This design comes from an exercise in tuning for small area and a short achievable clock period on the open sky130 flow, not from production work.
Function was checked by simulation only, so behaviour that the tests miss may differ from the original.
Power is estimated from default activity; no workload was simulated.

==> run a <==
==> flow/design.v <==
`timescale 1 ns / 1 ps
module arp_reply #(
  parameter AXIS_DATA_WIDTH   = 512,
  parameter AXIS_TUSER_WIDTH  = 256,
  parameter [47:0] MAC_ADDR_0 = 48'hDA_02_03_04_05_00,
  parameter [47:0] MAC_ADDR_1 = 48'hDA_02_03_04_05_01,
  parameter [47:0] MAC_ADDR_2 = 48'hDA_02_03_04_05_02,
  parameter [47:0] MAC_ADDR_3 = 48'hDA_02_03_04_05_03,
  parameter [31:0] IP_ADDR_0  = 32'hC0_A8_01_0a,
  parameter [31:0] IP_ADDR_1  = 32'hC0_A8_01_0b,
  parameter [31:0] IP_ADDR_2  = 32'hC0_A8_01_0c,
  parameter [31:0] IP_ADDR_3  = 32'hC0_A8_01_0d
)
(
  input  wire                           axis_aclk,
  input  wire                           axis_resetn,
  input  wire [AXIS_DATA_WIDTH - 1:0]   s_axis_tdata,
  input  wire [AXIS_DATA_WIDTH/8 - 1:0] s_axis_tkeep,
  input  wire [AXIS_TUSER_WIDTH - 1:0]  s_axis_tuser,
  input  wire                           s_axis_tvalid,
  output wire                           s_axis_tready,
  input  wire                           s_axis_tlast,
  output wire [AXIS_DATA_WIDTH - 1:0]   m_axis_tdata,
  output wire [AXIS_DATA_WIDTH/8 - 1:0] m_axis_tkeep,
  output wire [AXIS_TUSER_WIDTH - 1:0]  m_axis_tuser,
  output wire                           m_axis_tvalid,
  input  wire                           m_axis_tready,
  output wire                           m_axis_tlast
);
  localparam DW = 512;
  localparam KW = 64;
  localparam UW = 240;    
  localparam W  = DW + KW + UW + 1;
  localparam NS = 7;      
  wire [7:0] b [0:63];
  genvar g;
  generate
    for (g = 0; g < 64; g = g + 1) begin : bytes
      assign b[g] = s_axis_tdata[8*g +: 8];
    end
  endgenerate
  wire [47:0] dmac = {b[0], b[1], b[2], b[3], b[4], b[5]};
  wire [31:0] tpa  = {b[38], b[39], b[40], b[41]};
  wire type_ok = ({b[12], b[13]} == 16'h0806);
  wire oper_ok = ({b[20], b[21]} == 16'h0001);
  wire mac_ok  = (dmac == 48'hFF_FF_FF_FF_FF_FF) || (dmac == MAC_ADDR_0) ||
                 (dmac == MAC_ADDR_1) || (dmac == MAC_ADDR_2) || (dmac == MAC_ADDR_3);
  wire ip_ok   = (tpa == IP_ADDR_0) || (tpa == IP_ADDR_1) ||
                 (tpa == IP_ADDR_2) || (tpa == IP_ADDR_3);
  wire req     = type_ok & oper_ok & mac_ok & ip_ok;
  reg  hs;                  
  wire fwd_in = ~hs | req;
  reg [47:0] my_mac;
  always @(*) begin
    case (tpa)
      IP_ADDR_0: my_mac = MAC_ADDR_0;
      IP_ADDR_1: my_mac = MAC_ADDR_1;
      IP_ADDR_2: my_mac = MAC_ADDR_2;
      IP_ADDR_3: my_mac = MAC_ADDR_3;
      default:   my_mac = 48'h0;
    endcase
  end
  wire [DW-1:0] hdr;
  generate
    for (g = 0; g < 64; g = g + 1) begin : rew
      if (g < 6)
        assign hdr[8*g +: 8] = b[g + 6];
      else if (g < 12)
        assign hdr[8*g +: 8] = my_mac[8*(11 - g) +: 8];
      else if (g < 20)
        assign hdr[8*g +: 8] = b[g];
      else if (g == 20)
        assign hdr[8*g +: 8] = 8'h00;
      else if (g == 21)
        assign hdr[8*g +: 8] = 8'h02;
      else if (g < 28)
        assign hdr[8*g +: 8] = my_mac[8*(27 - g) +: 8];
      else if (g < 32)
        assign hdr[8*g +: 8] = b[g + 10];
      else if (g < 38)
        assign hdr[8*g +: 8] = b[g - 10];
      else if (g < 42)
        assign hdr[8*g +: 8] = b[g - 10];
      else
        assign hdr[8*g +: 8] = b[g];
    end
  endgenerate
  wire [UW-1:0] user_in = {s_axis_tuser[255:160], s_axis_tuser[151:128],
                           s_axis_tuser[127: 32], s_axis_tuser[ 23:  0]};
  wire [W-1:0] din = {s_axis_tlast, user_in, s_axis_tkeep,
                      hs ? hdr : s_axis_tdata};
  reg           rdy;        
  reg  [2:0]    pcnt;       
  reg  [3:0]    pf;         
  reg  [2:0]    qcnt;       
  reg           mv;         
  reg  [NS-1:0] wp;         
  reg  [NS-1:0] hp;         
  wire       acc   = s_axis_tvalid & rdy;
  wire       judge = (pcnt != 3'd0) & (qcnt != 3'd4);
  wire       jf    = judge & pf[0];
  wire       pop   = mv & m_axis_tready;
  wire [2:0] qn    = qcnt + {2'b0, jf} - {2'b0, pop};
  wire [2:0] pn    = pcnt + {2'b0, acc} - {2'b0, judge};
  wire       hmove = (pop | ~mv) & (qn != 3'd0);
  reg  [3:0] pf_n;
  always @(*) begin
    pf_n = judge ? {1'b0, pf[3:1]} : pf;
    if (acc) pf_n[pcnt - {2'b0, judge}] = fwd_in;
  end
  always @(posedge axis_aclk) begin
    if (!axis_resetn) begin
      hs   <= 1'b1;
      rdy  <= 1'b1;
      pcnt <= 3'd0;
      pf   <= 4'd0;
      qcnt <= 3'd0;
      mv   <= 1'b0;
      wp   <= {{(NS-1){1'b0}}, 1'b1};
      hp   <= {{(NS-1){1'b0}}, 1'b1};
    end else begin
      if (acc) hs <= s_axis_tlast | (hs & ~req);
      rdy  <= (pn != 3'd4);
      pcnt <= pn;
      pf   <= pf_n;
      qcnt <= qn;
      mv   <= (qn != 3'd0);
      if (acc & fwd_in) wp <= {wp[NS-2:0], wp[NS-1]};
      if (hmove)        hp <= {hp[NS-2:0], hp[NS-1]};
    end
  end
  reg  [W-1:0] slot [0:NS-1];
  reg  [W-1:0] sel;
  integer i;
  generate
    for (g = 0; g < NS; g = g + 1) begin : slots
      always @(posedge axis_aclk)
        if (wp[g] & rdy) slot[g] <= din;
    end
  endgenerate
  always @(*) begin
    sel = {W{1'b0}};
    for (i = 0; i < NS; i = i + 1)
      sel = sel | ({W{hp[i]}} & slot[i]);
  end
  reg [W-1:0] r;
  always @(posedge axis_aclk)
    if (m_axis_tready | ~mv) r <= sel;
  wire [UW-1:0] ur = r[DW+KW +: UW];
  assign m_axis_tdata  = r[DW-1:0];
  assign m_axis_tkeep  = r[DW +: KW];
  assign m_axis_tuser  = {ur[239:144], ur[143:136], ur[143:120],
                          ur[119: 24], ur[ 23: 16], ur[ 23:  0]};
  assign m_axis_tlast  = r[W-1];
  assign m_axis_tvalid = mv;
  assign s_axis_tready = rdy;
endmodule
==> flow/flow/run.sh <==
#!/bin/bash
# The standard layout, with plain buffers on the ports instead of the delay
# cells buffer_ports picks by default. Everything else is the standard.sh.
set -euo pipefail
export BUFFER_PORTS_ARGS="-buffer_cell sky130_fd_sc_hd__buf_2"
bash standard.sh finish > standard_flow.log 2>&1
==> flow/standard.sh <==
#!/bin/bash
# synth_recipe.tcl (not shown) runs the flow's synth.tcl, then flattens the netlist and writes it again
# the make line also repeats each setting of config.mk as NAME=value (left out here)
make -C /OpenROAD-flow-scripts/flow DESIGN_CONFIG=/design/flow/config.mk WORK_HOME=/design/flow/orfs CLKGATE_MAP_FILE= SYNTH_SCRIPT=/design/flow/synth_recipe.tcl "${@:-finish}"
==> flow/config.mk <==
export PLATFORM = sky130hd
export DESIGN_NAME = arp_reply
export DESIGN_NICKNAME = arp_reply
export VERILOG_FILES = /design/flow/design.v
export SDC_FILE = /design/flow/constraint.sdc
export NUM_CORES = 4
export LEC_CHECK = 0
export CAP_MARGIN = 20
export CORE_MARGIN = 2
export CORE_UTILIZATION = 60
export CTS_CLUSTER_DIAMETER = 100
export CTS_CLUSTER_SIZE = 30
export PLACE_DENSITY = 0.7
export SETUP_SLACK_MARGIN = 2.75
export SLEW_MARGIN = 20
==> flow/constraint.sdc <==
create_clock -name core_clock -period 5.5 [get_ports {axis_aclk}]
set_input_delay 1.1000 -clock core_clock [delete_from_list [all_inputs] [get_ports {axis_aclk}]]
set_output_delay 1.1000 -clock core_clock [all_outputs]
set_load 0.01 [all_outputs]
==> run b: changes against run a <==
==> flow/run.sh (new file) <==
#!/bin/bash
# synth_recipe.tcl (not shown) runs the flow's synth.tcl, then flattens the netlist and writes it again
# the make line also repeats each setting of config.mk as NAME=value (left out here)
make -C /OpenROAD-flow-scripts/flow DESIGN_CONFIG=/design/flow/config.mk WORK_HOME=/design/flow/orfs CLKGATE_MAP_FILE= SYNTH_SCRIPT=/design/flow/synth_recipe.tcl finish
Settings changed: CORE_UTILIZATION 60 to 40, CTS_CLUSTER_DIAMETER 100 to not set, CTS_CLUSTER_SIZE 30 to not set, PLACE_DENSITY 0.7 to 0.6, SETUP_SLACK_MARGIN 2.75 to not set.
removed: flow/flow/run.sh
removed: flow/standard.sh
==> run c: changes against run a <==
--- a/flow/design.v
+++ b/flow/design.v
@@ -132,4 +132,3 @@
   reg  [W-1:0] slot [0:NS-1];
-  reg  [W-1:0] sel;
-  integer i;
+  wire [W-1:0] sel;
   generate
@@ -140,10 +139,17 @@
   endgenerate
-  always @(*) begin
-    sel = {W{1'b0}};
-    for (i = 0; i < NS; i = i + 1)
-      sel = sel | ({W{hp[i]}} & slot[i]);
-  end
-  reg [W-1:0] r;
+  reg  [W-1:0] r;
+  wire         hold = mv & ~m_axis_tready;
+  wire [NS:0] sel_en = {hold, hp & {NS{~hold}}};
+  generate
+    for (g = 0; g < W; g = g + 1) begin : rsel
+      arp_reply_sel8 u_sel (
+        .s (sel_en),
+        .d ({r[g], slot[6][g], slot[5][g], slot[4][g], slot[3][g],
+             slot[2][g], slot[1][g], slot[0][g]}),
+        .y (sel[g])
+      );
+    end
+  endgenerate
   always @(posedge axis_aclk)
-    if (m_axis_tready | ~mv) r <= sel;
+    r <= sel;
   wire [UW-1:0] ur = r[DW+KW +: UW];
@@ -157 +163,18 @@
 endmodule
+module arp_reply_sel8 (
+  input  wire [7:0] s,
+  input  wire [7:0] d,
+  output wire       y
+);
+  wire n0, n1;
+  arp_reply_aoi222 u_g0 (.a(s[2:0]), .b(d[2:0]), .y(n0));
+  arp_reply_aoi222 u_g1 (.a(s[5:3]), .b(d[5:3]), .y(n1));
+  assign y = ~(n0 & n1 & ~(s[6] & d[6]) & ~(s[7] & d[7]));
+endmodule
+module arp_reply_aoi222 (
+  input  wire [2:0] a,
+  input  wire [2:0] b,
+  output wire       y
+);
+  assign y = ~((a[0] & b[0]) | (a[1] & b[1]) | (a[2] & b[2]));
+endmodule
Settings changed: CORE_UTILIZATION 60 to 70, CTS_CLUSTER_DIAMETER 100 to 80, CTS_CLUSTER_SIZE 30 to 24, PLACE_DENSITY 0.7 to 0.8, SETUP_SLACK_MARGIN 2.75 to 2.9, SYNTH_HIERARCHICAL set to 1.
==> comparison table <==
	run b	run c	run a
Run status	finished clean	finished clean	finished clean
Final Cell Area	276,000 um^2	251,000 um^2	251,000 um^2
RSZ-0062 raised after global routing	no	yes	yes
Endpoint, Worst Hold	r[219]	slot[1][416]	slot[0][419]
Register clock-pin slew on the reported worst setup and hold paths	0.06 ns	0.09 ns	0.11 ns
Relative contribution of combinational cells to total power	19.2%	23.0%	20.4%
Largest net degree at the start of global routing	128	131	144
Cells resized by post-CTS repair	0	1,665	123
Buffers inserted by post-CTS timing repair	0	84	9
Critical path depth in cells	1	7	1
Vertical die dimension	759 um	564 um	620 um
Worst Path Max Fanout	1	5	2
Capturing instance or port of the critical path	m_axis_tuser[78]	hs	m_axis_tdata[23]
Max stage delay cell, worst path	sky130_fd_sc_hd__clkdlybuf4s50_1	sky130_fd_sc_hd__nor4_2	sky130_fd_sc_hd__edfxtp_1
Static leakage power	88.5 nW	82.8 nW	81.9 nW
CP Data Required Time	4.40 ns	6.34 ns	4.40 ns
Internal power summed over all cells	95.0 mW	80.3 mW	76.7 mW
GRT met3 Usage	6.51%	12.7%	7.90%
Area share of fa/ha/maj cells after synthesis	0.0505%	0.0525%	0.0505%
Wire length on met3	71.2 mm	103 mm	74.7 mm
Net load switching power	37.7 mW	34.0 mW	31.4 mW
Floorplan Core Area	568,000 um^2	312,000 um^2	379,000 um^2
Post-synthesis compound-gate area fraction	9.08%	10.4%	9.08%
Post-DP HPWL	428 mm	371 mm	372 mm

==> what the ideal ports hide <==
Ports are ideal in the flow. The routed layouts listed here were re-timed in OpenROAD. Step 1 assumes that a clkbuf_16 drives the clock port and a buf_2 every other input. Step 2 times the ports against the registers' clock, not the clock port: input delays grow and output delays shrink by t, the midpoint of the rising clock arrivals with the driver on. Three values: no drivers, after step 1, after step 2; two values: the first two.
run | t, ns | setup WS [ns] | slew at the worst register clock pin (ns) | worst slew at a driven data input, ns
run a | 1.058 | 2.594 / 2.474 / 1.761 | 0.11 / 0.11 | 0.35
run b | 1.167 | 1.918 / 1.782 / 0.893 | 0.07 / 0.07 | 0.31
run c | 1.059 | 2.799 / 2.724 / 1.683 | 0.10 / 0.10 | 0.32
After both steps every run listed still meets setup and hold. The setup slack of run c, which loses most, moves by -0.075 ns with the drivers and by -1.116 ns with both steps.
